Context: an optimization exercise on an open-source flow, tuned for small area and a short achievable clock period. The choices shown serve that exercise and are no tape-out recipe. RTL that was checked went through simulation tests only; none was proved equivalent to the original. No functional check of the RTL was part of runs 1 and 2. In runs 2 to 8 the design's own scripts or RTL, not TritonCTS, make the clock network. No driver is modelled on the clock port, so clock power and skew are understated where the tree is cut down; a real chip needs a root buffer or a tree. Power is estimated from default activity; no workload was simulated.

==> design/flow/config.mk <==
export PLATFORM = sky130hd
export DESIGN_NAME = SPI_Wrapper
export DESIGN_NICKNAME = SPI_Wrapper
export VERILOG_FILES = /design/flow/design.v
export SDC_FILE = /design/flow/constraint.sdc
export NUM_CORES = 4
export LEC_CHECK = 0
export CAP_MARGIN = 40
export CORE_MARGIN = 2
export CORE_UTILIZATION = 40
export CTS_BUF_LIST = sky130_fd_sc_hd__clkbuf_16
export CTS_CLUSTER_DIAMETER = 80
export CTS_CLUSTER_SIZE = 30
export SETUP_SLACK_MARGIN = 2.3
export SLEW_MARGIN = 40
==> design/flow/constraint.sdc <==
create_clock -name core_clock -period 4.0 [get_ports {CLK}]
set_input_delay 0.8000 -clock core_clock [delete_from_list [all_inputs] [get_ports {CLK}]]
set_output_delay 0.8000 -clock core_clock [all_outputs]
set_load 0.01 [all_outputs]
==> design/flow/design.v <==
module SPI_SLAVE (
    input  wire       CLK,
    input  wire       rst_n,
    input  wire       MOSI,
    input  wire       SS_n,
    input  wire       tx_valid,
    input  wire [2:0] ph,          
    input  wire       tx_bit,      
    output reg  [2:0] tx_pos,
    output reg        MISO,
    output reg  [9:0] rx_data,
    output wire       rx_valid
);
    localparam IDLE      = 3'b000;
    localparam CHK_CMD   = 3'b001;
    localparam WRITE     = 3'b010;
    localparam READ_ADDR = 3'b011;
    localparam READ_DATA = 3'b100;
    reg       read_flag;
    reg [3:0] ser_cnt;
    reg [2:0] CS;
    reg [2:0] NS;
    always @(posedge CLK, negedge rst_n) begin
        if (!rst_n) CS <= IDLE;
        else        CS <= NS;
    end
    always @(*) begin
        case (CS)
        IDLE      : NS = SS_n ? IDLE : CHK_CMD;
        CHK_CMD   : NS = SS_n ? IDLE : (!MOSI ? WRITE : (read_flag ? READ_DATA : READ_ADDR));
        WRITE     : NS = SS_n ? IDLE : WRITE;
        READ_ADDR : NS = SS_n ? IDLE : READ_ADDR;
        READ_DATA : NS = SS_n ? IDLE : READ_DATA;
        default   : NS = IDLE;
        endcase
    end
    always @(posedge CLK, negedge rst_n) begin
        if (!rst_n)                read_flag <= 1'b0;
        else if (CS == READ_ADDR)  read_flag <= 1'b1;
        else if (CS == READ_DATA)  read_flag <= 1'b0;
    end
    wire rx_rec_en = (CS == WRITE) || (CS == READ_ADDR) || (CS == READ_DATA && !tx_valid);
    wire tx_ser_en = (CS == READ_DATA) && tx_valid;
    wire tx_shift  = tx_ser_en && ser_cnt != 4'd8;
    wire cnt_inc   = (rx_rec_en && ser_cnt != 4'd10) || tx_shift;
    wire [3:0] cnt_next = cnt_inc ? ser_cnt + 1'b1 : 4'd0;
    always @(posedge CLK)
        rx_data <= {rx_data[8:0], MOSI};
    always @(posedge CLK, negedge rst_n) begin
        if (!rst_n) begin
            ser_cnt <= 4'b0;
            MISO    <= 1'b0;
        end
        else begin
            ser_cnt <= cnt_next;
            if (tx_shift) MISO <= tx_bit;
        end
    end
    always @(posedge CLK)
        tx_pos <= ph + 3'd1 + ~cnt_next[2:0];
    assign rx_valid = (ser_cnt == 4'd10);
endmodule
module RAM (
    input  wire       CLK,
    input  wire       rst_n,
    input  wire [9:0] din,
    input  wire       rx_valid,
    input  wire [2:0] tx_pos,
    output reg  [2:0] ph,
    output reg        tx_valid,
    output wire       tx_bit
);
    integer r, p, j;
    always @(posedge CLK)
        case (ph)
        3'd0: ph <= 3'd1;
        3'd1: ph <= 3'd2;
        3'd2: ph <= 3'd3;
        3'd3: ph <= 3'd4;
        3'd4: ph <= 3'd5;
        3'd5: ph <= 3'd6;
        3'd6: ph <= 3'd7;
        3'd7: ph <= 3'd0;
        default: ph <= 3'd0;
        endcase
    reg [7:0]  address;
    reg [15:0] asel;
    always @(posedge CLK, negedge rst_n) begin
        if (!rst_n) begin
            address  <= 8'b0;
            asel     <= 16'b1;
            tx_valid <= 1'b0;
        end
        else if (rx_valid) begin
            if (!din[8]) begin
                address <= din[7:0];
                asel    <= 16'b1 << din[3:0];
            end
            tx_valid <= din[9] & din[8];
        end
    end
    reg [7:0]  wdata;
    reg [15:0] whi;
    reg [3:0]  wlo;
    reg [2:0]  wcnt;
    reg        wbit;
    wire       wload = rx_valid && din[9:8] == 2'b01;
    always @(posedge CLK) begin
        if (wload) begin
            wdata <= din[7:0];
            whi   <= 16'b1 << address[7:4];
            wlo   <= address[3:0];
            wcnt  <= 3'd0;
        end
        else begin
            if (wcnt == 3'd7) whi <= 16'b0;
            wcnt <= wcnt + 1'b1;
        end
    end
    always @(posedge CLK)
        wbit <= wload ? din[~(ph + 3'd1)] : wdata[~(ph + 3'd1)];
    reg [2047:0] mem;
    always @(posedge CLK)
        for (r = 0; r < 256; r = r + 1) begin
            for (p = 1; p < 8; p = p + 1)
                mem[8*r+p] <= mem[8*r+p-1];
            mem[8*r] <= (whi[r/16] && wlo == r%16) ? wbit : mem[8*r+7];
        end
    reg [15:0] m1;
    reg [3:0]  m2;
    reg        b;
    always @(posedge CLK) begin
        for (r = 0; r < 16; r = r + 1) begin
            b = 1'b0;
            for (j = 0; j < 16; j = j + 1)
                b = b | (asel[j] & mem[8*(16*r + j)]);
            m1[r] <= b;
        end
        for (r = 0; r < 4; r = r + 1)
            m2[r] <= m1[4*r + address[5:4]];
    end
    reg [7:0] S;
    always @(posedge CLK)
        S <= {S[6:3], m2[address[7:6]], S[1:0], S[7]};
    assign tx_bit = S[tx_pos];
endmodule
module SPI_Wrapper (
    input  wire CLK,
    input  wire rst_n,
    input  wire SS_n,
    input  wire MOSI,
    output wire MISO
);
    wire [9:0] rx_data;
    wire [2:0] tx_pos;
    wire [2:0] ph;
    wire       rx_valid;
    wire       tx_valid;
    wire       tx_bit;
    SPI_SLAVE SLAVE (
        .CLK(CLK),
        .rst_n(rst_n),
        .SS_n(SS_n),
        .MOSI(MOSI),
        .tx_valid(tx_valid),
        .ph(ph),
        .tx_bit(tx_bit),
        .tx_pos(tx_pos),
        .MISO(MISO),
        .rx_data(rx_data),
        .rx_valid(rx_valid)
    );
    RAM RAM (
        .CLK(CLK),
        .rst_n(rst_n),
        .din(rx_data),
        .rx_valid(rx_valid),
        .tx_pos(tx_pos),
        .ph(ph),
        .tx_valid(tx_valid),
        .tx_bit(tx_bit)
    );
endmodule
==> design/flow/run.sh <==
#!/bin/bash
# synth_recipe.tcl (not shown) runs the flow's synth.tcl, then flattens the netlist and writes it again
# the make line also repeats each setting of config.mk as NAME=value (left out here)
make -C /OpenROAD-flow-scripts/flow DESIGN_CONFIG=/design/flow/config.mk WORK_HOME=/design/flow/orfs CLKGATE_MAP_FILE= SYNTH_SCRIPT=/design/flow/synth_recipe.tcl finish
==> reports/qor.csv, run 1 <==
metric,value,unit
powerDensity,523,nW/um^2
synth_fa_ha_area_frac,0.00236,
viasPerCell,4.43,
netlist_area,50900,sq um
vdd_ir_drop_max,0.335,mV
first_iter_violations,1277,
synth_compound_area_frac,0.0270,
totalWireLength,99600,microns
netlist_instances,3123,
grt_max_degree,87,
area_growth,18.6,%
die_h,361,microns
crit_start,SLAVE.ser_cnt[0]$_DFF_PN0_,
synth_simple_gate_area_frac,0.0347,
clock_latency,690,ps
synth_top_family_by_area,multiplexers,
crit_type,reg2reg,
drc_errors,0,
tns,0,ps
r2r_start,SLAVE.ser_cnt[0]$_DFF_PN0_,
nNetsFinal,3325,
tightest_slew,861,ps
final_common_cell,dfxtp_1,
dieArea,130000,sq um
yosys_register_bits,2158,
synth_cell_types,53,
synthMuxAreaShare,0.0656,
cts_hold_buf,0,
die_x,361,microns
slew_viol_final,0,
startpoint_type,flop,
clock.fmax,0.437,GHz
setup_ws,1710,ps
drv_cap,0,
synth_flop_cell,dfxtp_1,
wire_per_inst,20.0,microns
period_share,0.572,
path_clk_slew,110,ps
grt_pass1_vias,21200,
min_from,RAM.mem[942]$_DFF_P_,
clock-sinks,2158,
pin_count,5,
crit_arrival,2870,ps
hpwl,54500,microns
rsz0062_at_grt,true,
core_region_area,126000,sq um
min_period,2290,ps
hold_violations,0,
yosysWarningCount,2,
final_cell_mix,"2095 x dfxtp_1, 201 x nand2_4, 174 x mux2_4",
synthesis.nets,3136,
synth-async-reset-ratio,0.0158,
outcome,finished clean,
vias,22100,
io_buffer_count,4,
initial_utilization,0.404,
overflow,0,
finalSetupViolations,0,
tritoncts,built,
clock-skew-final,37.1,ps
ant_nets,0,
hold_class,reg2reg,
grt_pass1_wl,142000,microns
dp_slack,1460,ps
rows,130,
cts.path.max_buffers,3,
root_buffer,clkbuf_16,
worst_ep_required_time,4580,ps
synth_edf_count,28,
syn_avg_cell_area,16.3,sq um
cellLeakagePower,23.9,nW
htree_levels,3,
place.gp.congestion,0.723,
slew_headroom,0.426,
cts_buffers,82,
path_max_fanout,2,
synth_xor_area_frac,0.000860,
drive_above_1_share,0.274,
dr.pass1.iters,5,
grt_usage,0.147,
end_kind,flop,
antenna_found_initial,2,
synth-seq-area-share,0.857,
[cell usage after synthesis, types with 11 or more instances]
library cell,count,share of area
dfxtp_1,2096,0.82
nand2_1,279,0.021
mux2_2,194,0.043
clkbuf_1,83,0.0061
a221oi_1,64,0.011
a22o_1,64,0.011
mux2_4,40,0.012
dfrtp_1,33,0.016
mux2_1,30,0.0066
edfxtp_1,28,0.017
nor2_1,19,0.0014
nand4_1,18,0.0022
buf_4,15,0.0022
buf_2,12,0.0012
inv_1,11,0.00081
[cell families after synthesis]
logic type | after synthesis
buffers and inverters | 133
adders and majority gates | 9
xor gates and xnor gates | 5
and+or+nand+nor | 377
DFF | 2158
muxes | 277
AOI/OAI and AO/OA | 164
[power by group]
group	total (W)	internal (W)	switching, W
Clock	0.00987	0.00384	0.00602
Sequential	0.0216	0.0215	0.0000395
Combinational	0.000144	0.0000670	0.0000767
[sequential cells by signal, indices dropped and copies added (netlist names), 3 cells and up]
register and cells:
RAM.S 8, RAM.address 8, RAM.asel 16, RAM.m1 16, RAM.m2 4, RAM.mem 2048
RAM.ph 3, RAM.wcnt 3, RAM.wdata 8, RAM.whi 16, RAM.wlo 4, SLAVE.CS 3
SLAVE.rx_data 10, SLAVE.ser_cnt 4, SLAVE.tx_pos 3
[worst max-delay path, cell delays in order (launching register included)]
cell      delay, ps
dfrtp_1         410
inv_2            90
ha_2            180
mux2i_1          70
o311ai_1        260
o21a_1          210
or2_4           150
ha_4            120
inv_2            30
fa_2            340
xor2_1          170
xnor2_1         150
[metal layers]
layer | up-vias | routed length [microns] | global-route usage
met4 | 0 | 2250 | 0.0398
met2 | 355 | 44800 | 0.228
met1 | 11000 | 49000 | 0.217
met3 | 135 | 3520 | 0.0194
met5 | - | 0 | 0
li1 | 10500 | - | -
[area by class of cell]
| class | instances | area, sq um |
|---|---|---|
| Multi-Input combinational cell | 833 | 9220 |
| Clock inverter | 16 | 103 |
| Sequential cell | 2158 | 43700 |
| Tap cell | 1650 | 2060 |
| Fill cell | 10600 | 65500 |
| Antenna cell | 1 | 2.50 |
| Clock buffer | 84 | 2100 |
| Inverter | 11 | 45.0 |
| Timing Repair Buffer | 226 | 3140 |
[path summary, 6_finish.rpt]
path	to	slack, ps	depth (start not counted)
max in group asynchronous	RAM.asel[10]$_DFFE_PN0P_	3120	2
min in group asynchronous	SLAVE.ser_cnt[1]$_DFF_PN0_	520	2
worst max-delay path	SLAVE.tx_pos[2]$_DFF_P_	1710	11
worst min-delay path	RAM.mem[943]$_DFF_P_	310	0
worst min register to register	RAM.mem[943]$_DFF_P_	310	0
worst max register to register	SLAVE.tx_pos[2]$_DFF_P_	1710	11
[metrics by stage]
stage                     cell area, sq um   util  hold WS (ps)  instances  power, W
after floorplan                      51200      -           310       3123    0.0221
after global placement               52900  0.421           309       4687    0.0222
after detailed placement             53200  0.422           312       4700    0.0222
after CTS                            58000  0.461           309       4928    0.0318
after global routing                 60400  0.480           321       4978    0.0326
final                                60400  0.480           312       4979    0.0316
[repair_timing]
action                                  CTS  global route
endpoints found under the setup margin  346           333
gates resized for setup                 322           434
pin swaps                                49           129
cloned                                    9             7
setup buffers                           119            34
==> run 2: changes to the inputs <==
==> design/flow/flow/run.sh (new file) <==
#!/bin/bash
# The standard layout, with the clock tree built by flow/cts_hook.tcl.
set -euo pipefail
W=$(pwd)
bash standard.sh PRE_CTS_TCL="$W/flow/cts_hook.tcl" finish > "$W/orfs_make.log" 2>&1
==> design/flow/flow/cts_hook.tcl (new file) <==
# Runs before ORFS's CTS step: builds a two-level clock tree (the clock port
# drives 4 clkbuf_16, each driving a quarter of the leaf buffers, each leaf
# driving a compact cluster of flip-flops), then stands in for
# clock_tree_synthesis so the rest of cts.tcl (legalisation, repair) runs as usual.
source [file join [file dirname [info script]] mytree.tcl]
set ::mytree_leafn 30
set ::mytree_nmid 4
set ::mytree_leaf_cell sky130_fd_sc_hd__clkbuf_16
mytree_build
proc clock_tree_synthesis {args} {
  puts "clock_tree_synthesis: tree built by cts_hook.tcl"
  set_propagated_clock [all_clocks]
}
==> design/flow/flow/mytree.tcl (new file) <==
# Two-level clock tree: the clock port drives NMID mid buffers, each driving
# leaf buffers; each leaf buffer drives a compact cluster of about LEAFN flops.
proc mytree_build {} {
  set block [ord::get_db_block]
  set db [ord::get_db]
  set lib_master [$db findMaster sky130_fd_sc_hd__clkbuf_16]
  set leaf_master [$db findMaster $::mytree_leaf_cell]
  set clknet [$block findNet CLK]
  set pts {}
  foreach it [$clknet getITerms] {
    set inst [$it getInst]
    set bb [$inst getBBox]
    set x [expr {([$bb xMin] + [$bb xMax]) / 2}]
    set y [expr {([$bb yMin] + [$bb yMax]) / 2}]
    lappend pts [list $x $y $it]
  }
  set n [llength $pts]
  set k [expr {int(ceil(double($n) / $::mytree_leafn))}]
  set bands [expr {max(1, int(round(sqrt($k))))}]
  set pts [lsort -integer -index 1 $pts]
  # split into bands with a whole number of clusters each
  set clusters {}
  set start 0
  for {set b 0} {$b < $bands} {incr b} {
    set kb [expr {($k * ($b + 1)) / $bands - ($k * $b) / $bands}]
    set cnt [expr {(($n * (($k * ($b + 1)) / $bands)) / $k) - $start}]
    if {$b == $bands - 1} { set cnt [expr {$n - $start}] }
    set band [lsort -integer -index 0 [lrange $pts $start [expr {$start + $cnt - 1}]]]
    set start [expr {$start + $cnt}]
    set bn [llength $band]
    set s 0
    for {set c 0} {$c < $kb} {incr c} {
      set e [expr {($bn * ($c + 1)) / $kb}]
      lappend clusters [lrange $band $s [expr {$e - 1}]]
      set s $e
    }
  }
  # leaf buffers
  set leaves {}
  set i 0
  foreach cl $clusters {
    set sx 0; set sy 0
    foreach p $cl { set sx [expr {$sx + [lindex $p 0]}]; set sy [expr {$sy + [lindex $p 1]}] }
    set cx [expr {$sx / [llength $cl]}]; set cy [expr {$sy / [llength $cl]}]
    set inst [odb::dbInst_create $block $leaf_master "ctsleaf_$i"]
    $inst setLocation $cx $cy
    $inst setPlacementStatus PLACED
    set net [odb::dbNet_create $block "clknet_leaf_$i"]
    $net setSigType CLOCK
    [$inst findITerm X] connect $net
    foreach p $cl {
      set it [lindex $p 2]
      $it disconnect
      $it connect $net
    }
    lappend leaves [list $cx $cy $inst]
    incr i
  }
  # mid buffers: split leaves into NMID groups (by x halves then y halves)
  set groups [list $leaves]
  set axis 0
  while {[llength $groups] < $::mytree_nmid} {
    set ng {}
    foreach g $groups {
      set g [lsort -integer -index $axis $g]
      set h [expr {[llength $g] / 2}]
      lappend ng [lrange $g 0 [expr {$h - 1}]] [lrange $g $h end]
    }
    set groups $ng
    set axis [expr {1 - $axis}]
  }
  set j 0
  foreach g $groups {
    set sx 0; set sy 0
    foreach p $g { set sx [expr {$sx + [lindex $p 0]}]; set sy [expr {$sy + [lindex $p 1]}] }
    set cx [expr {$sx / [llength $g]}]; set cy [expr {$sy / [llength $g]}]
    set inst [odb::dbInst_create $block $lib_master "ctsmid_$j"]
    $inst setLocation $cx $cy
    $inst setPlacementStatus PLACED
    set net [odb::dbNet_create $block "clknet_mid_$j"]
    $net setSigType CLOCK
    [$inst findITerm X] connect $net
    foreach p $g { [[lindex $p 2] findITerm A] connect $net }
    [$inst findITerm A] connect $clknet
    incr j
  }
  $clknet setSigType CLOCK
  puts "mytree: $n sinks, [llength $clusters] leaves, $j mids"
}
==> design/flow/standard.sh (new file) <==
#!/bin/bash
# synth_recipe.tcl (not shown) runs the flow's synth.tcl, then flattens the netlist and writes it again
# the make line also repeats each setting of config.mk as NAME=value (left out here)
make -C /OpenROAD-flow-scripts/flow DESIGN_CONFIG=/design/flow/config.mk WORK_HOME=/design/flow/orfs CLKGATE_MAP_FILE= SYNTH_SCRIPT=/design/flow/synth_recipe.tcl "${@:-finish}"
--- a/design/flow/config.mk
+++ b/design/flow/config.mk
@@ -9,7 +9,4 @@
 export CORE_MARGIN = 2
 export CORE_UTILIZATION = 40
-export CTS_BUF_LIST = sky130_fd_sc_hd__clkbuf_16
-export CTS_CLUSTER_DIAMETER = 80
-export CTS_CLUSTER_SIZE = 30
 export SETUP_SLACK_MARGIN = 2.3
 export SLEW_MARGIN = 40
removed: design/flow/run.sh
==> run 2 against run 1 <==
Still clean. First-iteration DRC count up 5.2%. Area after synthesis did not move. Wire length is 1.9% lower. Die area did not move. Critical endpoint unchanged.
==> reports/qor.csv, run 2 <==
metric,value,unit
total_power,0.0308,W
hold_end,RAM.mem[846]$_DFF_P_,
crit_path_top_delay_cell,dfrtp_1,
end_kind,flop,
synthMuxAreaShare,0.0656,
synth_fa_ha_area_frac,0.00236,
antenna_found_initial,3,
worst_ep_required_time,4420,ps
synth_cell_types,53,
min_period,2280,ps
yosys_register_bits,2158,
r2r_cells,11,
top_register,RAM.mem,
synth_common_cells,"2096 x dfxtp_1, 279 x nand2_1, 194 x mux2_2",
viasPerCell,4.39,
vias,21800,
reg2reg_slack,1720,ps
synth_xor_area_frac,0.000860,
hold_violations,0,
tns,0,ps
totalWireLength,97700,microns
synth_top_family_by_area,multiplexers,
final_common_cell,dfxtp_1,
ant_nets,0,
clock-skew-final,28.6,ps
powerDensity,518,nW/um^2
drc_errors,0,
hpwl,54500,microns
largest_reg_flops,2048,
core_region_area,126000,sq um
crit_arrival,2700,ps
rows,130,
vdd_ir_drop_max,0.398,mV
dp_slack,1460,ps
finalSetupViolations,0,
grt_usage,0.140,
netlist_area,50900,sq um
crit_chain,inv_2 -> ha_2 -> mux2i_1 -> o311ai_1 -> o21a_1 -> or2_4 -> ha_4 -> inv_2 -> fa_2 -> xor2_1 -> xnor2_1,
synth_compound_area_frac,0.0270,
io_buffer_count,4,
drv_cap,0,
synth-async-reset-ratio,0.0158,
synthesis.nets,3136,
place.gp.congestion,0.723,
regToRegEndpoint,SLAVE.tx_pos[2]$_DFF_P_,
synth_top_cells_by_area,"dfxtp_1 82%, mux2_2 4.3%, nand2_1 2.1%, edfxtp_1 1.7%, dfrtp_1 1.6%",
cp_slowest_stage_delay,410,ps
clock.fmax,0.439,GHz
outcome,finished clean,
die_x,361,microns
holdPathStages,0,
drive_above_1_share,0.258,
hold_class,reg2reg,
cts_hold_buf,0,
crit_start,SLAVE.ser_cnt[0]$_DFF_PN0_,
hold_slack,320,ps
synth_simple_gate_area_frac,0.0347,
tightest_slew,836,ps
synth-seq-area-share,0.857,
synth_edf_count,28,
nNetsFinal,3338,
yosysMostFrequentCell,dfxtp_1,
final_util,0.473,
synth.top_cell.area_share,0.824,
crit_buf_inv,2,
path_max_fanout,2,
slew_viol_final,0,
dr.pass1.iters,5,
initial_utilization,0.404,
startpoint_type,flop,
syn_avg_cell_area,16.3,sq um
area_growth,16.9,%
cellLeakagePower,23.6,nW
setup_ws,1720,ps
r2r_start,SLAVE.ser_cnt[0]$_DFF_PN0_,
rsz0062_at_grt,true,
path_clk_slew,110,ps
final_cell_mix,"2095 x dfxtp_1, 142 x mux2_4, 141 x nand2_4",
first_iter_violations,1344,
overflow,0,
crit_type,reg2reg,
clock_latency,540,ps
wire_per_inst,19.6,microns
cp_top_family,adder cells,
grt_pass1_wl,136000,microns
die_h,361,microns
min_from,RAM.mem[845]$_DFF_P_,
period_share,0.569,
dieArea,130000,sq um
netlist_instances,3123,
crit_top_cell,inv_2,
yosysWarningCount,2,
grt_pass1_vias,20600,
post-synth-top-area-cell,dfxtp_1,
slew_headroom,0.443,
synth_flop_cell,dfxtp_1,
grt_max_degree,87,
pin_count,5,
[run 2: cell types whose count changed in the layout (fill, tap and decap cells not counted), moves of 6 or more]
cell       before  now
buf_4          60   97
clkbuf_16      90   84
nand2_2        32   38
mux2_4        174  142
buf_12         55   62
nand2_1        48  100
mux2_2         90  119
inv_1          17    8
buf_6          75   55
nand2_4       201  141
o31ai_4         8    2
[run 2: worst max-delay path by stage]
stage	cells past startpoint	endpoint	slack [ps]
global route	11	SLAVE.tx_pos[2]$_DFF_P_	1630
global placement	5	RAM.mem[1168]$_DFF_P_	1440
CTS	11	SLAVE.tx_pos[2]$_DFF_P_	1710
floorplan	11	SLAVE.tx_pos[2]$_DFF_P_	1800
detailed placement	5	RAM.mem[1800]$_DFF_P_	1460
finish	11	SLAVE.tx_pos[2]$_DFF_P_	1720
[run 2: layer usage]
layer | track usage | share of wire
met5 | 0 | 0
met4 | 0.0336 | 0.029
met3 | 0.0175 | 0.036
met2 | 0.216 | 0.44
met1 | 0.208 | 0.50
[run 2: worst reg2reg max path: cells and delay by family (launching register included)]
family / cells / cell delay [ps]
adders and majority gates: 3 / 640
muxes: 1 / 70
DFF: 1 / 410
and+or+nand+nor: 1 / 150
buffers and inverters: 2 / 120
xor gates and xnor gates: 2 / 320
AOI/OAI and AO/OA: 2 / 470
[run 2: where the power goes]
part           total, W  internal, W  switching, W
combinational  0.000141    0.0000670     0.0000740
clock           0.00911      0.00339       0.00571
sequential       0.0216       0.0215     0.0000399
[run 2: repair_timing]
item | CTS | global route
pin swaps | 22 | 114
resized for setup | 138 | 443
setup endpoints to repair | 346 | 285
buffers inserted | 93 | 87
gates cloned | 3 | 13
[run 2: area by class of cell]
class | instances | area (sq um)
fillers | 10600 | 66400
flip-flops and latches | 2158 | 43700
multi-input cells | 833 | 8590
repair buffers | 245 | 3220
well taps | 1650 | 2060
plain buffers | 76 | 1900
inverters | 11 | 45.0
diodes | 1 | 2.50
[run 2: cell families after synthesis]
family,count (synthesis)
DFF,2158
and+or+nand+nor,377
buffers and inverters,133
adders and majority gates,9
muxes,277
xor gates and xnor gates,5
AOI/OAI and AO/OA,164
[run 2: through the flow]
step / instance area, sq um / std cells
after floorplan: 51200 / 3123
after global placement: 52900 / 4687
after detailed placement: 53200 / 4700
after CTS: 56600 / 4872
after global routing: 59500 / 4973
final: 59500 / 4974
==> run 3: changes to the inputs <==
--- a/design/flow/design.v
+++ b/design/flow/design.v
@@ -10,5 +10,5 @@
     output reg        MISO,
     output reg  [9:0] rx_data,
-    output wire       rx_valid
+    output reg        rx_valid
 );
     localparam IDLE      = 3'b000;
@@ -49,15 +49,16 @@
     always @(posedge CLK, negedge rst_n) begin
         if (!rst_n) begin
-            ser_cnt <= 4'b0;
-            MISO    <= 1'b0;
+            ser_cnt  <= 4'b0;
+            rx_valid <= 1'b0;
+            MISO     <= 1'b0;
         end
         else begin
-            ser_cnt <= cnt_next;
+            ser_cnt  <= cnt_next;
+            rx_valid <= cnt_inc && ser_cnt == 4'd9;
             if (tx_shift) MISO <= tx_bit;
         end
     end
     always @(posedge CLK)
-        tx_pos <= ph + 3'd1 + ~cnt_next[2:0];
-    assign rx_valid = (ser_cnt == 4'd10);
+        tx_pos <= cnt_inc ? tx_pos : ph;
 endmodule
 module RAM (
@@ -102,6 +103,7 @@
     reg [7:0]  wdata;
     reg [15:0] whi;
-    reg [3:0]  wlo;
+    reg [15:0] wlo;
     reg [2:0]  wcnt;
+    reg [2:0]  wpos;
     reg        wbit;
     wire       wload = rx_valid && din[9:8] == 2'b01;
@@ -110,5 +112,5 @@
             wdata <= din[7:0];
             whi   <= 16'b1 << address[7:4];
-            wlo   <= address[3:0];
+            wlo   <= asel;
             wcnt  <= 3'd0;
         end
@@ -118,6 +120,8 @@
         end
     end
-    always @(posedge CLK)
-        wbit <= wload ? din[~(ph + 3'd1)] : wdata[~(ph + 3'd1)];
+    always @(posedge CLK) begin
+        wpos <= ~(ph + 3'd2);
+        wbit <= wload ? din[wpos] : wdata[wpos];
+    end
     reg [2047:0] mem;
     always @(posedge CLK)
@@ -125,5 +129,5 @@
             for (p = 1; p < 8; p = p + 1)
                 mem[8*r+p] <= mem[8*r+p-1];
-            mem[8*r] <= (whi[r/16] && wlo == r%16) ? wbit : mem[8*r+7];
+            mem[8*r] <= (whi[r/16] && wlo[r%16]) ? wbit : mem[8*r+7];
         end
     reg [15:0] m1;
--- a/design/flow/config.mk
+++ b/design/flow/config.mk
@@ -9,4 +9,4 @@
 export CORE_MARGIN = 2
 export CORE_UTILIZATION = 40
-export SETUP_SLACK_MARGIN = 2.3
+export SETUP_SLACK_MARGIN = 2.6
 export SLEW_MARGIN = 40
==> run 3 against run 2 <==
Largest power group unchanged. Critical endpoint is now MISO. Setup slack improved by 380 ps. Area after synthesis fell by 0.37%. Sequential power barely moved. Design area fell by 5.3%. Critical path type is now reg2out.
==> reports/qor.csv, run 3 <==
metric,value,unit
synth_cell_types,46,
clock.fmax,0.528,GHz
final_util,0.448,
synth_top_cells_by_area,"dfxtp_1 83%, mux2_2 5.3%, edfxtp_1 2.5%, nand2_1 2.0%, dfrtp_1 1.5%",
final_cell_mix,"2092 x dfxtp_1, 267 x nand2_1, 240 x mux2_2",
drv_cap,0,
path_max_fanout,2,
viasPerCell,4.31,
end_kind,output pin,
largest_reg_flops,2048,
netlist_area,50700,sq um
final_common_cell,dfxtp_1,
n_fill_cell,10900,
crit_arrival,1090,ps
yosys_register_bits,2169,
dpl.cell_count,4651,
grt_usage,0.137,
dr.pass1.iters,5,
grt_max_degree,157,
grt_pass1_vias,20100,
yosysWarningCount,2,
r2r_start,SLAVE.ser_cnt[1]$_DFF_PN0_,
post-synth-top-area-cell,dfxtp_1,
vias,20800,
crit_type,reg2out,
dieArea,130000,sq um
reg2reg_slack,2450,ps
layoutNonFillerInstCount,4832,
slew_headroom,0.564,
clock_latency,540,ps
io_buffer_count,4,
regToRegEndpoint,SLAVE.tx_pos[1]$_DFFE_PN_,
synth-async-reset-ratio,0.0143,
synthesis.nets,3108,
crit_chain,buf_2,
synth_flop_cell,dfxtp_1,
die_h,360,microns
totalWireLength,92000,microns
synth-seq-area-share,0.868,
vdd_ir_drop_max,0.464,mV
p_sw_frac,0.188,
hold_slack,196,ps
powerDensity,550,nW/um^2
hpwl,52100,microns
drive_above_1_share,0.177,
yosysMostFrequentCell,dfxtp_1,
synth_edf_count,43,
synth.top_cell.area_share,0.827,
syn_avg_cell_area,16.4,sq um
slew_viol_final,0,
initial_utilization,0.403,
die_x,360,microns
netlist_instances,3096,
crit_path_top_delay_cell,dfrtp_1,
tns,0,ps
tightest_slew,654,ps
wire_per_inst,19.0,microns
overflow,0,
worst_ep_required_time,3200,ps
startpoint_type,flop,
finalSetupViolations,0,
antenna_found_initial,2,
first_iter_violations,1404,
synth_common_cells,"2095 x dfxtp_1, 269 x nand2_1, 240 x mux2_2",
path_clk_slew,110,ps
cts_hold_buf,0,
cellLeakagePower,22.5,nW
place.gp.congestion,0.734,
hold_class,in2async,
crit_start,SLAVE.MISO$_DFFE_PN0P_,
nNetsFinal,3195,
power_frac_comb,0.005,
drc_errors,0,
cp_slowest_stage_delay,410,ps
pwr-share-clk,0.295,
grt_pass1_wl,134000,microns
area_growth,11.1,%
total_power,0.0310,W
rows,130,
crit_buf_inv,1,
top_register,RAM.mem,
hold_violations,0,
period_share,0.474,
clock-skew-final,40.5,ps
p_int,0.0252,W
pin_count,5,
ant_nets,0,
r2r_cells,5,
rsz0062_at_grt,true,
core_region_area,126000,sq um
seqPwrFrac,0.701,
outcome,finished clean,
min_period,1890,ps
cp_top_family,flip-flops,
switching_power,0.00581,W
-- run 3: cell count changes after synthesis, sizes merged, moves of 4 or more --
| cell | previous run | this run |
|---|---|---|
| nor3 | 13 | 6 |
| mux2 | 264 | 260 |
| nand2 | 285 | 269 |
| nor2 | 28 | 23 |
| o41ai | 6 | 1 |
| o31ai | 9 | 1 |
| nand2b | 13 | 5 |
| buf | 39 | 50 |
| a21oi | 6 | 2 |
| a22o | 64 | 75 |
| edfxtp | 28 | 43 |
-- run 3: worst max path at each step --
stage,depth (start not counted),endpoint,slack [ps]
6_report,1,MISO,2110
5_1_grt,1,MISO,2050
4_1_cts,1,MISO,2070
3_5_place_dp,4,RAM.whi[7]$_SDFFCE_PP0P_,1850
3_3_place_gp,4,RAM.whi[7]$_SDFFCE_PP0P_,1910
2_1_floorplan,5,RAM.wbit$_DFF_P_,2380
-- run 3: metal layers --
layer | track usage | wire, microns
met1 | 0.204 | 46100
met2 | 0.221 | 41300
met3 | 0.0116 | 2860
met4 | 0.0238 | 1810
met5 | 0 | 0
-- run 3: what timing repair did --
| action | in CTS | in global routing |
|---|---|---|
| setup buffers | 92 | 8 |
| resized for setup | 110 | 37 |
| gates cloned | 2 | 1 |
| endpoints found under the hold margin | 0 | 0 |
| setup endpoints to repair | 297 | 128 |
| pin swaps | 20 | 13 |
-- run 3: cells by family after synthesis --
group                    Yosys count  share of synthesized area
adder cells (fa/ha/maj)            8                    0.00197
buffers and inverters            142                     0.0119
XOR/XNOR                           3                   0.000518
AO/OA/AOI/OAI                    156                     0.0267
flip-flops                      2169                      0.868
AND/OR/NAND/NOR                  341                     0.0279
multiplexers                     277                     0.0634
-- run 3: per-stage QoR --
step,instance area [sq um],worst slack (ps)
floorplan,50700,2380
global placement,52500,1910
detailed placement,52600,1850
CTS,56100,2070
global route,56400,2050
finish,56400,2110
-- run 3: power by group through the flow --
stage	sequential [W]	clock (W)	combinational [W]
after global placement	0.0222	0	0.0000842
final	0.0217	0.00914	0.000140
after detailed placement	0.0222	0	0.0000865
after global routing	0.0217	0.0101	0.000152
after floorplan	0.0222	0	0.0000626
after CTS	0.0217	0.00934	0.000128
-- run 3: layout make-up --
| class | count | area, sq um | share of cell area |
|---|---|---|---|
| flip-flops and latches | 2169 | 44100 | 0.781 |
| multi-input cells | 785 | 6550 | 0.116 |
| well taps | 1650 | 2060 | 0.0366 |
| plain buffers | 77 | 1930 | 0.0342 |
| repair buffers | 140 | 1730 | 0.0306 |
| inverters | 9 | 37.5 | 0.000666 |
| repair inverters | 1 | 7.51 | 0.000133 |
| diodes | 1 | 2.50 | 0.0000444 |
==> run 4: changes to the inputs <==
--- a/design/flow/config.mk
+++ b/design/flow/config.mk
@@ -6,7 +6,8 @@
 export NUM_CORES = 4
 export LEC_CHECK = 0
+export ABC_AREA = 1
 export CAP_MARGIN = 40
 export CORE_MARGIN = 2
 export CORE_UTILIZATION = 40
-export SETUP_SLACK_MARGIN = 2.6
+export SETUP_SLACK_MARGIN = 2.3
 export SLEW_MARGIN = 40
==> run 4 against run 3 <==
Global-route usage fell by 0.20 points. Critical path depth did not move. Via count rose by 9.1%. Clock power barely moved. Final cell count rose by 4.2%. Sequential share of layout area rose by 3.0 points. Power barely moved. Largest power group unchanged. Flip-flop and latch count did not move. First-iteration DRC count rose by 32%. Sequential power barely moved. Area after synthesis fell by 1.1%. Register-to-register slack got worse by 80 ps.
==> reports/qor.csv, run 4 <==
metric,value,unit
tns,0,ps
area_growth,8.01,%
power_frac_comb,0.004,
drc_errors,0,
worst_ep_required_time,3200,ps
synthesis.nets,3415,
pwr-share-clk,0.295,
ant_nets,0,
core_region_area,124000,sq um
cp_slowest_stage_delay,400,ps
min_from,RAM.mem[842]$_DFF_P_,
clock.fmax,0.534,GHz
synth_flop_cell,dfxtp_1,
largest_reg_flops,2048,
grt_pass1_wl,132000,microns
crit_start,SLAVE.MISO$_DFFE_PN0P_,
nNetsFinal,3410,
initial_utilization,0.404,
crit_type,reg2out,
pin_count,5,
seq_area,44000,sq um
grt_pass1_vias,20700,
vias,22700,
crit_path_top_delay_cell,dfrtp_1,
netlist_instances,3403,
dr.pass1.iters,5,
synth-seq-area-share,0.877,
multiInputGateArea,5390,sq um
min_period,1870,ps
r2r_start,RAM.asel[14]$_DFFE_PN0P_,
seqPwrFrac,0.701,
crit_arrival,1070,ps
p_int,0.0252,W
switching_power,0.00582,W
layoutNonFillerInstCount,5033,
slew_headroom,0.476,
antenna_cells,0,
p_sw_frac,0.188,
outcome,finished clean,
die_h,358,microns
antenna_found_initial,0,
first_iter_violations,1850,
drive_above_1_share,0.0509,
powerDensity,572,nW/um^2
cellLeakagePower,20.9,nW
crit_buf_inv,1,
rsz0062_at_grt,true,
clock_latency,530,ps
yosysMostFrequentCell,dfxtp_1,
startpoint_type,flop,
synth_common_cells,"2095 x dfxtp_1, 272 x nand2_1, 264 x a21oi_1",
top_register,RAM.mem,
period_share,0.468,
cts_hold_buf,0,
netlist_area,50200,sq um
syn_avg_cell_area,14.7,sq um
crit_chain,buf_2,
path_max_fanout,2,
synth_top_cells_by_area,"dfxtp_1 84%, a31oi_1 3.2%, a21oi_1 2.6%, edfxtp_1 2.6%, nand2_1 2.0%",
die_x,358,microns
tightest_slew,786,ps
drv_cap,0,
n_fill_cell,11000,
synth_cell_types,37,
wire_per_inst,17.9,microns
slew_viol_final,0,
final_cell_mix,"2095 x dfxtp_1, 272 x nand2_1, 264 x a21oi_1",
viasPerCell,4.52,
hold_class,reg2reg,
dpl.cell_count,4940,
grt_max_degree,123,
dieArea,128000,sq um
synth_edf_count,43,
yosys_register_bits,2169,
place.gp.congestion,0.795,
hpwl,53800,microns
totalWireLength,89900,microns
overflow,0,
path_clk_slew,100,ps
vdd_ir_drop_max,0.414,mV
rows,129,
clock-skew-final,23.9,ps
hold_violations,0,
end_kind,output pin,
synth.top_cell.area_share,0.836,
final_common_cell,dfxtp_1,
grt_usage,0.135,
post-synth-top-area-cell,dfxtp_1,
finalSetupViolations,0,
io_buffer_count,4,
yosysWarningCount,2,
synth-async-reset-ratio,0.0143,
cp_top_family,flip-flops,
==> run 4: what timing repair did <==
action,in CTS,in global routing
pin swaps,1,1
setup endpoints to repair,185,147
gates resized for setup,12,4
buffers inserted,3,11
cloned,1,1
==> run 4: kinds of logic (layout without fill, tap and decap cells) <==
group / after synthesis / count (layout) / synth area share
buf+inv: 201 / 193 / 0.0164
xor+xnor: 3 / 3 / 0.000524
simple gates: 438 / 439 / 0.0373
flops: 2169 / 2169 / 0.877
compound gates: 583 / 583 / 0.0668
mux: 1 / 1 / 0.000199
fa+ha+maj: 8 / 8 / 0.00199
==> run 4: cell type report <==
| class | instances | area share |
|---|---|---|
| inverter | 40 | 0.00325 |
| sequential | 2169 | 0.812 |
| timing repair inverter | 1 | 0.000162 |
| multi-input combinational | 1034 | 0.0995 |
| timing repair buffer | 75 | 0.0118 |
| buffer | 77 | 0.0355 |
| tap | 1637 | 0.0378 |
==> run 4: final timing paths <==
kind	depth (start not counted)	end	slack, ps
min reg2reg	0	RAM.mem[843]$_DFF_P_	310
max reg2reg	4	RAM.m1[7]$_DFF_P_	2370
min in group asynchronous	2	SLAVE.CS[1]$_DFF_PN0_	680
max in group asynchronous	2	RAM.asel[13]$_DFFE_PN0P_	2940
min	0	RAM.mem[843]$_DFF_P_	310
max	1	MISO	2130
==> run 4: through the flow <==
stage           util  hold slack (ps)  setup slack, ps  power [W]  area [sq um]
2_1_floorplan      -              310             2490     0.0223         50200
3_3_place_gp   0.419              310             2150     0.0223         52000
3_5_place_dp   0.420              312             2110     0.0224         52100
4_1_cts        0.436              317             2090     0.0312         54100
5_1_grt        0.437              325             2070     0.0320         54200
6_report       0.437              315             2130     0.0310         54200
==> run 4: metal layers <==
layer  wire length (microns)  global-route usage
met3                    4570              0.0140
met5                       0                   0
met2                   37600               0.203
met4                    1950              0.0265
met1                   45800               0.212
==> run 4: power by group through the flow <==
stage	Sequential, W	Combinational (W)	Clock (W)
finish	0.0217	0.000128	0.00913
floorplan	0.0222	0.0000907	0
detailed placement	0.0222	0.000123	0
global route	0.0217	0.000153	0.0101
CTS	0.0217	0.000124	0.00935
global placement	0.0222	0.000117	0
==> run 5: changes to the inputs <==
--- a/design/flow/config.mk
+++ b/design/flow/config.mk
@@ -10,4 +10,4 @@
 export CORE_MARGIN = 2
 export CORE_UTILIZATION = 40
-export SETUP_SLACK_MARGIN = 2.3
+export SETUP_SLACK_MARGIN = 2.15
 export SLEW_MARGIN = 40
==> run 5 against run 4 <==
Still clean. Fmax barely moved. Die area did not move. First-iteration DRC count rose by 3.8%. Area after synthesis did not move. Setup slack got worse by 1.1 ps. Final cell count fell by 0.26%. Sequential power barely moved. Clock power barely moved. Power barely moved. Via count fell by 0.83%. Critical endpoint unchanged.
==> reports/qor.csv, run 5 <==
metric,value,unit
totalWireLength,89000,microns
synth_common_cells,"2095 x dfxtp_1, 272 x nand2_1, 264 x a21oi_1",
drive_above_1_share,0.0455,
reg2reg_slack,2220,ps
final_area,54100,sq um
path_max_fanout,2,
period_share,0.469,
crit_buf_inv,1,
crit_arrival,1070,ps
largest_reg_flops,2048,
cellLeakagePower,20.8,nW
dp_slack,2110,ps
cp_num_cells,1,
drc_errors,0,
hold_slack,314,ps
crit_end,MISO,
die_h,358,microns
synth-seq-area-share,0.877,
clock-skew-final,29.4,ps
grt_max_degree,123,
clock_latency,530,ps
synthesis.nets,3415,
place_area,52100,sq um
tightest_slew,862,ps
hold_violations,0,
grt_pass1_vias,20700,
ant_nets,0,
cp_top_family,flip-flops,
drv_cap,0,
hold_class,reg2reg,
synth-async-reset-ratio,0.0143,
area_growth,7.70,%
r2r_cells,3,
cp_slowest_stage_delay,400,ps
pin_count,5,
dpl.cell_count,4940,
crit_start,SLAVE.MISO$_DFFE_PN0P_,
initial_utilization,0.404,
first_iter_violations,1920,
powerDensity,573,nW/um^2
overflow,0,
yosysMostFrequentCell,dfxtp_1,
vdd_ir_drop_max,0.413,mV
regToRegEndpoint,RAM.m1[13]$_DFF_P_,
path_clk_slew,100,ps
clock.fmax,0.534,GHz
dr.pass1.iters,5,
nNetsFinal,3396,
setup_ws,2130,ps
netlist_area,50200,sq um
yosys_register_bits,2169,
r2r_start,RAM.asel[1]$_DFFE_PN0P_,
rsz0062_at_grt,true,
yosysWarningCount,2,
syn_avg_cell_area,14.7,sq um
post-synth-top-area-cell,dfxtp_1,
end_kind,output pin,
final_common_cell,dfxtp_1,
rows,129,
drt-met1-wl,45700,microns
crit_chain,buf_2,
crit_path_top_delay_cell,dfrtp_1,
hpwl,53800,microns
worst_ep_required_time,3200,ps
final_cell_mix,"2095 x dfxtp_1, 272 x nand2_1, 264 x a21oi_1",
slew_headroom,0.426,
startpoint_type,flop,
synth_top_cells_by_area,"dfxtp_1 84%, a31oi_1 3.2%, a21oi_1 2.6%, edfxtp_1 2.6%, nand2_1 2.0%",
synth_edf_count,43,
grt_usage,0.135,
top_register,RAM.mem,
synth_flop_cell,dfxtp_1,
wl_met2,37000,microns
finalSetupViolations,0,
io_buffer_count,4,
wl_met3,4280,microns
outcome,finished clean,
dieArea,128000,sq um
viasPerCell,4.49,
core_region_area,124000,sq um
crit_type,reg2out,
layoutNonFillerInstCount,5020,
slew_viol_final,0,
netlist_instances,3403,
wire_per_inst,17.7,microns
vias,22600,
grt_pass1_wl,132000,microns
tns,0,ps
antenna_found_initial,1,
maxUsedRoutingLayer,met4,
synth_cell_types,37,
die_x,358,microns
synth.top_cell.area_share,0.836,
cts_hold_buf,0,
min_period,1870,ps
place.gp.congestion,0.795,
-- run 5: layout make-up --
cell class | instances | area, sq um
fill | 11000 | 70100
tap | 1637 | 2050
antenna | 1 | 2.50
sequential | 2169 | 44000
timing repair buffer | 62 | 524
multi-input combinational | 1034 | 5380
inverter | 40 | 163
buffer | 77 | 1930
-- run 5: power by group --
group / internal [W] / switching, W / leakage, nW
clock network: 0.00344 / 0.00571 / 0.949
registers: 0.0217 / 0.0000404 / 17.7
logic: 0.0000440 / 0.0000789 / 2.18
-- run 5: per-layer routing --
layer,vias up,track usage
met5,-,0
met4,0,0.0261
met3,121,0.0144
met2,500,0.203
met1,10800,0.211
li1,11200,-
-- run 5: how the worst min path moves through the flow --
| stage | cells after the start | startpoint | to | slack, ps |
|---|---|---|---|---|
| 3_5_place_dp | 0 | RAM.mem[1009]$_DFF_P_ | RAM.mem[1010]$_DFF_P_ | 310 |
| 6_report | 0 | RAM.mem[842]$_DFF_P_ | RAM.mem[843]$_DFF_P_ | 310 |
| 4_1_cts | 0 | RAM.mem[1258]$_DFF_P_ | RAM.mem[1259]$_DFF_P_ | 320 |
| 3_3_place_gp | 0 | RAM.mem[733]$_DFF_P_ | RAM.mem[734]$_DFF_P_ | 310 |
| 2_1_floorplan | 0 | RAM.mem[1001]$_DFF_P_ | RAM.mem[1002]$_DFF_P_ | 310 |
| 5_1_grt | 0 | RAM.mem[1193]$_DFF_P_ | RAM.mem[1194]$_DFF_P_ | 330 |
-- run 5: logic make-up (layout without fill, tap and decap cells) --
| kind of cell | after synthesis | in the layout | share of synthesized area |
|---|---|---|---|
| DFF | 2169 | 2169 | 0.877 |
| muxes | 1 | 1 | 0.000199 |
| buffers and inverters | 201 | 179 | 0.0164 |
| adders and majority gates | 8 | 8 | 0.00199 |
| AOI/OAI and AO/OA | 583 | 583 | 0.0668 |
| and+or+nand+nor | 438 | 439 | 0.0373 |
| other | 0 | 1 | 0 |
| xor gates and xnor gates | 3 | 3 | 0.000524 |
-- run 5: through the flow --
stage / util / power [W]
2_1_floorplan: - / 0.0223
3_3_place_gp: 0.419 / 0.0223
6_report: 0.436 / 0.0310
4_1_cts: 0.435 / 0.0312
5_1_grt: 0.435 / 0.0320
3_5_place_dp: 0.420 / 0.0224
-- run 5: timing repair --
action                                  CTS  global route
endpoints found under the setup margin   23            18
pin swaps                                 1             0
gates cloned                              1             0
buffers inserted                          0             1
gates resized for setup                   5             1
==> run 6: changes to the inputs <==
--- a/design/flow/flow/cts_hook.tcl
+++ b/design/flow/flow/cts_hook.tcl
@@ -6,5 +6,5 @@
 set ::mytree_leafn 30
 set ::mytree_nmid 4
-set ::mytree_leaf_cell sky130_fd_sc_hd__clkbuf_16
+set ::mytree_leaf_cell sky130_fd_sc_hd__buf_16
 mytree_build
 proc clock_tree_synthesis {args} {
--- a/design/flow/flow/mytree.tcl
+++ b/design/flow/flow/mytree.tcl
@@ -4,5 +4,5 @@
   set block [ord::get_db_block]
   set db [ord::get_db]
-  set lib_master [$db findMaster sky130_fd_sc_hd__clkbuf_16]
+  set lib_master [$db findMaster $::mytree_leaf_cell]
   set leaf_master [$db findMaster $::mytree_leaf_cell]
   set clknet [$block findNet CLK]
--- a/design/flow/config.mk
+++ b/design/flow/config.mk
@@ -6,8 +6,7 @@
 export NUM_CORES = 4
 export LEC_CHECK = 0
-export ABC_AREA = 1
 export CAP_MARGIN = 40
 export CORE_MARGIN = 2
 export CORE_UTILIZATION = 40
-export SETUP_SLACK_MARGIN = 2.15
+export SETUP_SLACK_MARGIN = 2.3
 export SLEW_MARGIN = 40
==> run 6 against run 5 <==
Area after synthesis rose by 1.1%. Critical path depth did not move. Die area grew 1.0%. Via count down 9.0%. Largest power group unchanged.
==> reports/qor.csv, run 6 <==
metric,value,unit
outcome,finished clean,
synth_compound_area_frac,0.0267,
initial_utilization,0.403,
period_share,0.469,
end_kind,output pin,
antenna_cells,0,
yosys_register_bits,2169,
pin_count,5,
ant_nets,0,
path_max_fanout,2,
dr.pass1.iters,5,
crit_path_top_delay_cell,dfrtp_1,
drive_above_1_share,0.135,
top_usage_layer,met2,
dieArea,130000,sq um
cellLeakagePower,21.8,nW
synth-async-reset-ratio,0.0143,
slew_headroom,0.362,
first_iter_violations,1333,
synth_cell_types,46,
dp_slack,1880,ps
synth_common_cells,"2095 x dfxtp_1, 269 x nand2_1, 240 x mux2_2",
synth_top_family_by_area,multiplexers,
final_common_cell,dfxtp_1,
hpwl,51700,microns
vias,20500,
wire_per_inst,18.6,microns
final_cell_mix,"2093 x dfxtp_1, 269 x nand2_1, 240 x mux2_2",
netlist_instances,3096,
use_met3,0.0140,
largest_reg_flops,2048,
hold_class,reg2reg,
grt_pass1_vias,19900,
synth_top_cells_by_area,"dfxtp_1 83%, mux2_2 5.3%, edfxtp_1 2.5%, nand2_1 2.0%, dfrtp_1 1.5%",
vdd_ir_drop_max,0.510,mV
cts_hold_buf,0,
clock-skew-final,32.9,ps
rows,130,
nNetsFinal,3116,
synth.top_cell.area_share,0.827,
min_period,1880,ps
die_h,360,microns
clock.fmax,0.533,GHz
clock_latency,560,ps
grt_usage,0.133,
top_register,RAM.mem,
startpoint_type,flop,
crit_buf_inv,1,
met2_usage,0.206,
powerDensity,584,nW/um^2
synth_flop_cell,dfxtp_1,
crit_arrival,1080,ps
tightest_slew,957,ps
synth_edf_count,43,
cp_slowest_stage_delay,400,ps
drc_errors,0,
synthMuxAreaShare,0.0634,
rsz0062_at_grt,true,
synth-seq-area-share,0.868,
cp_top_family,flip-flops,
setup_ws,2120,ps
hold_violations,0,
syn_avg_cell_area,16.4,sq um
grt_util_met1,0.202,
final_area,55000,sq um
path_clk_slew,110,ps
finalSetupViolations,0,
crit_type,reg2out,
tns,0,ps
synth_fa_ha_area_frac,0.00197,
crit_chain,buf_6,
io_buffer_count,4,
yosysWarningCount,2,
yosysMostFrequentCell,dfxtp_1,
post-synth-top-area-cell,dfxtp_1,
overflow,0,
place_area,52600,sq um
place.gp.congestion,0.740,
core_region_area,126000,sq um
totalWireLength,88500,microns
area_growth,8.41,%
slew_viol_final,0,
drv_cap,0,
worst_ep_required_time,3200,ps
grt_max_degree,161,
synth_simple_gate_area_frac,0.0279,
die_x,360,microns
viasPerCell,4.32,
grt_pass1_wl,131000,microns
n_fill_cell,11000,
synth_xor_area_frac,0.000518,
netlist_area,50700,sq um
antenna_found_initial,2,
synthesis.nets,3108,
[run 6: changes by cell type after synthesis, sizes merged, moves of 9 or more]
cell | before | now
mux2 | 0 | 260
a31oi | 257 | 0
a221oi | 8 | 64
a22o | 16 | 75
nand4 | 41 | 17
nand3 | 52 | 4
nor2 | 43 | 23
nor3 | 24 | 6
inv | 40 | 9
clkbuf | 112 | 83
mux4 | 0 | 9
o21ai | 28 | 6
a21oi | 265 | 2
[run 6: routing by layer]
metal | vias to the layer above | part of all wire
met5 | - | 0
met4 | 0 | 0.023
met3 | 121 | 0.036
met2 | 282 | 0.43
met1 | 10100 | 0.51
li1 | 10100 | -
[run 6: worst paths after layout]
kind                                              start                          end  slack, ps  cells past startpoint
worst max-delay path             SLAVE.MISO$_DFFE_PN0P_                         MISO       2120                      1
worst min-delay path               RAM.mem[630]$_DFF_P_         RAM.mem[631]$_DFF_P_        310                      0
worst max register to register  RAM.asel[2]$_DFFE_PN0P_            RAM.m1[0]$_DFF_P_       2350                      3
worst min register to register     RAM.mem[630]$_DFF_P_         RAM.mem[631]$_DFF_P_        310                      0
max in group asynchronous                         rst_n      RAM.asel[7]$_DFFE_PN0P_       3010                      2
min in group asynchronous                         rst_n  SLAVE.read_flag$_DFFE_PN0P_        640                      2
[run 6: cell type report]
cell class                      count  area, sq um  area share
Sequential cell                  2169        44100       0.801
Inverter                            9         37.5    0.000683
Tap cell                         1650         2060      0.0375
Timing Repair inverter              1         7.51    0.000137
Multi-Input combinational cell    785         6180       0.112
Buffer                             77         2120      0.0385
Timing Repair Buffer               61          533     0.00969
[run 6: power breakdown]
group          switching [W]  internal [W]
logic              0.0000595     0.0000547
registers          0.0000391        0.0217
clock network        0.00609       0.00419
[run 6: metrics by stage]
stage               total power (W)  hold slack (ps)  std cells   util
floorplan                    0.0223              310       3096      -
global placement             0.0223              310       4645  0.418
detailed placement           0.0223              312       4650  0.418
CTS                          0.0323              314       4746  0.436
global route                 0.0331              325       4752  0.437
finish                       0.0321              310       4752  0.437
[run 6: cells by family (layout without fill, tap and decap cells)]
family          after synthesis  count (layout)
xor+xnor                      3               3
flops                      2169            2169
compound gates              156             156
mux                         277             277
simple gates                341             341
buf+inv                     142             148
fa+ha+maj                     8               8
[run 6: what timing repair did]
action	4_1_cts	5_1_grt
cloned	1	0
pin swaps	0	3
setup buffers	18	6
gates resized for setup	20	14
endpoints found under the setup margin	138	21
==> run 7: changes to the inputs <==
--- a/design/flow/flow/cts_hook.tcl
+++ b/design/flow/flow/cts_hook.tcl
@@ -6,5 +6,5 @@
 set ::mytree_leafn 30
 set ::mytree_nmid 4
-set ::mytree_leaf_cell sky130_fd_sc_hd__buf_16
+set ::mytree_leaf_cell sky130_fd_sc_hd__clkbuf_16
 mytree_build
 proc clock_tree_synthesis {args} {
--- a/design/flow/flow/mytree.tcl
+++ b/design/flow/flow/mytree.tcl
@@ -4,5 +4,5 @@
   set block [ord::get_db_block]
   set db [ord::get_db]
-  set lib_master [$db findMaster $::mytree_leaf_cell]
+  set lib_master [$db findMaster sky130_fd_sc_hd__clkbuf_16]
   set leaf_master [$db findMaster $::mytree_leaf_cell]
   set clknet [$block findNet CLK]
--- a/design/flow/config.mk
+++ b/design/flow/config.mk
@@ -6,7 +6,9 @@
 export NUM_CORES = 4
 export LEC_CHECK = 0
+export ABC_AREA = 1
 export CAP_MARGIN = 40
 export CORE_MARGIN = 2
-export CORE_UTILIZATION = 40
-export SETUP_SLACK_MARGIN = 2.3
+export CORE_UTILIZATION = 65
+export PLACE_DENSITY = 0.75
+export SETUP_SLACK_MARGIN = 2.2
 export SLEW_MARGIN = 40
==> run 7 against run 6 <==
Fmax rose by 0.50%. Global-route usage rose by 10 points. Synthesized cell count rose by 9.9%. Hold slack got worse by 0.71 ps. Clock power fell by 11%. Area after synthesis fell by 1.1%. Wire length rose by 6.7%. Setup slack improved by 9.4 ps. Power fell by 3.5%. Clock skew barely moved. Final cell count fell by 7.1%. Sequential share of layout area rose by 2.4 points. Critical path type unchanged. Largest cell class unchanged.
==> reports/qor.csv, run 7 <==
metric,value,unit
outcome,finished clean,
synth_flop_cell,dfxtp_1,
dp_slack,2150,ps
largest_reg_flops,2048,
synthesis.nets,3415,
syn_avg_cell_area,14.7,sq um
vdd_ir_drop_max,0.436,mV
yosysWarningCount,2,
crit_buf_inv,1,
crit_chain,buf_2,
rows,101,
cellLeakagePower,20.8,nW
yosys_register_bits,2169,
synth_edf_count,43,
viasPerCell,5.39,
crit_path_top_delay_cell,dfrtp_1,
crit_type,reg2out,
ant_nets,0,
cp_top_family,flip-flops,
clock-skew-final,33.1,ps
yosysMostFrequentCell,dfxtp_1,
hold_violations,0,
slew_headroom,0.383,
antenna_found_initial,1,
grt_pass1_wl,140000,microns
die_h,282,microns
clock_latency,520,ps
pwr-share-clk,0.294,
synth_common_cells,"2095 x dfxtp_1, 272 x nand2_1, 264 x a21oi_1",
power_frac_comb,0.005,
cp_slowest_stage_delay,400,ps
rsz0062_at_grt,true,
post-synth-top-area-cell,dfxtp_1,
synth_cell_types,37,
drive_above_1_share,0.0449,
place_area,51400,sq um
antenna_cells,0,
end_kind,output pin,
startpoint_type,flop,
worst_ep_required_time,3200,ps
tns,0,ps
drc_errors,0,
powerDensity,581,nW/um^2
core_region_area,76200,sq um
period_share,0.466,
grt_max_degree,153,
n_fill_cell,4823,
first_iter_violations,2168,
pin_count,5,
final_cell_mix,"2095 x dfxtp_1, 272 x nand2_1, 264 x a21oi_1",
place.gp.congestion,0.820,
vias,23800,
clock.fmax,0.536,GHz
path_clk_slew,110,ps
drv_cap,0,
slew_viol_final,0,
io_buffer_count,4,
synth.top_cell.area_share,0.836,
p_int,0.0252,W
seqPwrFrac,0.701,
grt_usage,0.234,
synth-async-reset-ratio,0.0143,
cts_hold_buf,0,
setup_ws,2130,ps
dr.pass1.iters,6,
netlist_instances,3403,
top_register,RAM.mem,
min_period,1870,ps
totalWireLength,94400,microns
hpwl,57100,microns
final_common_cell,dfxtp_1,
grt_pass1_vias,23300,
die_x,282,microns
finalSetupViolations,0,
area_growth,6.21,%
initial_utilization,0.659,
tightest_slew,926,ps
nNetsFinal,3397,
synth_top_cells_by_area,"dfxtp_1 84%, a31oi_1 3.2%, a21oi_1 2.6%, edfxtp_1 2.6%, nand2_1 2.0%",
overflow,0,
switching_power,0.00581,W
p_sw_frac,0.188,
final_area,53300,sq um
hold_class,reg2reg,
dieArea,79500,sq um
netlist_area,50200,sq um
wire_per_inst,21.4,microns
path_max_fanout,2,
crit_arrival,1070,ps
synth-seq-area-share,0.877,
run 7: repair_timing:
| action | 4_1_cts | 5_1_grt |
|---|---|---|
| buffers inserted | 1 | 0 |
| pin swaps | 1 | 0 |
| cloned | 0 | 1 |
| setup endpoints to repair | 18 | 4 |
| gates resized for setup | 5 | 1 |
run 7: final cells by class:
cell class,count,area (sq um),area share
sequential,2169,44000,0.826
multi-input combinational,1033,5370,0.101
buffer,77,1930,0.0361
tap,1030,1290,0.0242
timing repair buffer,63,531,0.00995
inverter,40,176,0.00331
timing repair inverter,1,8.76,0.000164
run 7: cell families (layout without fill, tap and decap cells):
family | after synthesis | count (layout) | share of synthesized area
AOI/OAI and AO/OA | 583 | 583 | 0.0668
DFF | 2169 | 2169 | 0.877
xor gates and xnor gates | 3 | 3 | 0.000524
muxes | 1 | 1 | 0.000199
buffers and inverters | 201 | 181 | 0.0164
adders and majority gates | 8 | 8 | 0.00199
and+or+nand+nor | 438 | 438 | 0.0373
run 7: power by group through the flow:
stage	registers (W)	logic (W)	clock network, W
after floorplan	0.0222	0.0000907	0
after global placement	0.0222	0.000112	0
after detailed placement	0.0222	0.000131	0
after CTS	0.0217	0.000136	0.00919
after global routing	0.0217	0.000157	0.00993
final	0.0217	0.000139	0.00912
run 7: layer usage:
layer	part of all wire	track usage	vias up
met5	0	0	-
met4	0.034	0.0719	0
met3	0.057	0.0205	176
met2	0.46	0.374	788
met1	0.45	0.343	11700
li1	-	-	11200
run 7: stage by stage:
| stage | hold slack (ps) | std cells | power [W] | util |
|---|---|---|---|---|
| 2_1_floorplan | 310 | 3403 | 0.0223 | - |
| 3_3_place_gp | 310 | 4324 | 0.0223 | 0.672 |
| 3_5_place_dp | 312 | 4334 | 0.0224 | 0.674 |
| 4_1_cts | 314 | 4412 | 0.0311 | 0.699 |
| 5_1_grt | 332 | 4413 | 0.0318 | 0.700 |
| 6_report | 310 | 4413 | 0.0310 | 0.700 |
run 7: path summary, 6_finish.rpt:
kind	startpoint	endpoint	slack, ps	cells past startpoint
min in group asynchronous	rst_n	SLAVE.CS[1]$_DFF_PN0_	670	2
max reg2reg	RAM.wlo[12]$_DFFE_PP_	RAM.mem[1632]$_DFF_P_	2200	3
min	RAM.mem[1714]$_DFF_P_	RAM.mem[1715]$_DFF_P_	310	0
max	SLAVE.MISO$_DFFE_PN0P_	MISO	2130	1
max in group asynchronous	rst_n	RAM.asel[0]$_DFFE_PN1P_	2980	2
min reg2reg	RAM.mem[1714]$_DFF_P_	RAM.mem[1715]$_DFF_P_	310	0
==> run 8: changes to the inputs <==
--- a/design/flow/config.mk
+++ b/design/flow/config.mk
@@ -6,5 +6,4 @@
 export NUM_CORES = 4
 export LEC_CHECK = 0
-export ABC_AREA = 1
 export CAP_MARGIN = 40
 export CORE_MARGIN = 2
==> run 8 against run 7 <==
Synthesized cell count decreased by 9.0%. Utilization is 0.46 points lower. Clock skew decreased by 7.0 ps. Die area up 1.0%. Final cell count decreased by 6.7%. Critical path depth stayed put. Sequential power barely moved. Power decreased by 0.21%. Flip-flop and latch count did not move. Register-to-register slack gained 20 ps. Critical endpoint unchanged. Largest power group unchanged.
==> reports/qor.csv, run 8 <==
metric,value,unit
yosys_register_bits,2169,
vdd_ir_drop_max,0.401,mV
dr.pass1.iters,5,
pin_count,5,
path_clk_slew,100,ps
hold_violations,0,
min_period,1860,ps
tightest_slew,939,ps
finalSetupViolations,0,
hold_slack,317,ps
grt_max_degree,109,
period_share,0.465,
cp_slowest_stage_delay,390,ps
grt_pass1_vias,21200,
place_area,51800,sq um
crit_buf_inv,1,
synth_edf_count,43,
antenna_cells,0,
viasPerCell,5.10,
area_growth,5.95,%
synth-async-reset-ratio,0.0143,
powerDensity,575,nW/um^2
hold_class,reg2reg,
clock-skew-final,26.1,ps
slew_headroom,0.374,
final_area,53700,sq um
grt_pass1_wl,133000,microns
die_x,283,microns
synth_cell_types,46,
antenna_found_initial,1,
final_common_cell,dfxtp_1,
worst_ep_required_time,3200,ps
first_iter_violations,1479,
rows,102,
drv_cap,0,
netlist_instances,3096,
crit_arrival,1060,ps
final_util,0.695,
core_region_area,77300,sq um
synth_flop_cell,dfxtp_1,
grt_usage,0.220,
cp_top_family,flip-flops,
totalWireLength,90400,microns
largest_reg_flops,2048,
hpwl,52000,microns
io_buffer_count,4,
synthesis.nets,3108,
cts_hold_buf,0,
die_h,283,microns
vias,21000,
synth.top_cell.area_share,0.827,
rsz0062_at_grt,true,
nNetsFinal,3091,
synth_top_cells_by_area,"dfxtp_1 83%, mux2_2 5.3%, edfxtp_1 2.5%, nand2_1 2.0%, dfrtp_1 1.5%",
end_kind,output pin,
clock_latency,530,ps
initial_utilization,0.656,
final_cell_mix,"2094 x dfxtp_1, 269 x nand2_1, 240 x mux2_2",
syn_avg_cell_area,16.4,sq um
n_fill_cell,5003,
yosysMostFrequentCell,dfxtp_1,
overflow,0,
cellLeakagePower,21.6,nW
path_max_fanout,2,
netlist_area,50700,sq um
slew_viol_final,0,
synth_common_cells,"2095 x dfxtp_1, 269 x nand2_1, 240 x mux2_2",
post-synth-top-area-cell,dfxtp_1,
outcome,finished clean,
yosysWarningCount,2,
drive_above_1_share,0.126,
crit_chain,buf_2,
startpoint_type,flop,
total_power,0.0309,W
top_register,RAM.mem,
tns,0,ps
crit_path_top_delay_cell,dfrtp_1,
drc_errors,0,
wire_per_inst,22.0,microns
dieArea,80300,sq um
clock.fmax,0.538,GHz
place.gp.congestion,0.791,
crit_type,reg2out,
ant_nets,0,
synth-seq-area-share,0.868,
[run 8: changes by cell type after synthesis, moves of 48 or more]
cell and delta:
nand3_1 -48, mux2_2 +240, a21oi_1 -262, a22o_1 +59
a221oi_1 +56, a31oi_1 -257
[run 8: where the power goes]
group / switching [W] / internal (W)
combinational: 0.0000495 / 0.0000376
sequential: 0.0000390 / 0.0217
clock: 0.00567 / 0.00344
[run 8: final timing paths]
kind,start,end,slack [ps],cells after the start
min in group asynchronous,rst_n,SLAVE.read_flag$_DFFE_PN0P_,660,2
worst min-delay path,RAM.mem[481]$_DFF_P_,RAM.mem[482]$_DFF_P_,320,0
worst max-delay path,SLAVE.MISO$_DFFE_PN0P_,MISO,2140,1
worst min register to register,RAM.mem[481]$_DFF_P_,RAM.mem[482]$_DFF_P_,320,0
worst max register to register,RAM.asel[14]$_DFFE_PN0P_,RAM.m1[13]$_DFF_P_,2220,3
max in group asynchronous,rst_n,RAM.asel[0]$_DFFE_PN1P_,3020,2
[run 8: kinds of logic after synthesis]
group / count (synthesis) / share of synthesized area
flip-flops: 2169 / 0.868
multiplexers: 277 / 0.0634
AND/OR/NAND/NOR: 341 / 0.0279
buffers and inverters: 142 / 0.0119
adder cells (fa/ha/maj): 8 / 0.00197
XOR/XNOR: 3 / 0.000518
AO/OA/AOI/OAI: 156 / 0.0267
[run 8: cell type report]
class,count,area [sq um],area share
multi-input cells,785,6120,0.114
flip-flops and latches,2169,44000,0.819
well taps,1040,1300,0.0242
repair buffers,37,322,0.00598
plain buffers,77,1930,0.0359
inverters,9,38.8,0.000722
[run 8: timing repair]
item	4_1_cts	5_1_grt
pin swaps	0	0
endpoints found under the setup margin	28	22
resized for setup	9	3
setup buffers	2	0
[run 8: metal layers]
metal / GRT usage / up-vias / share of wire
met5: 0 / - / 0.00014
met4: 0.0586 / 2 / 0.033
met3: 0.0213 / 153 / 0.046
met2: 0.356 / 448 / 0.45
met1: 0.321 / 10400 / 0.47
li1: - / 9967 / -
[run 8: per-stage QoR]
step	setup slack, ps	std cells
floorplan	2230	3096
global placement	1870	4033
detailed placement	2000	4037
CTS	2110	4116
global route	2090	4117
finish	2140	4117

## port drivers added, routing unchanged
In the flow no input, the clock included, has a driving cell. The finished layouts below were timed again as built, in two steps. Step 1, drivers: a clkbuf_16 drives CLK and a buf_2 each remaining input, both assumed. Step 2 moves the port delays by t, midway between the first and last clock arrival at a register: inputs arrive t later, outputs are due t later. That takes back most of the time a late clock gives input paths. Slacks: ideal ports / drivers / drivers and shift; pairs: ideal ports / drivers.
| run | t, ns | setup WS [ns] | worst setup path at the end |
|---|---|---|---|
| run 1 | 0.736 | 1.714 / 1.714 / 1.714 | register to register |
| run 2 | 0.665 | 1.723 / 1.723 / 1.723 | register to register |
| run 3 | 0.661 | 2.106 / 1.960 / 2.223 | input to register |
| run 4 | 0.665 | 2.127 / 1.979 / 2.297 | input to register |
| run 5 | 0.670 | 2.126 / 1.974 / 2.224 | register to register |
| run 6 | 0.702 | 2.125 / 1.961 / 2.002 | input to register |
| run 7 | 0.651 | 2.134 / 1.990 / 2.197 | register to register |
| run 8 | 0.650 | 2.141 / 2.003 / 1.962 | input to register |
After both steps setup and hold are still met in every run listed. The setup slack of run 8, which loses most, moves by -0.138 ns with the drivers and by -0.179 ns with both steps.
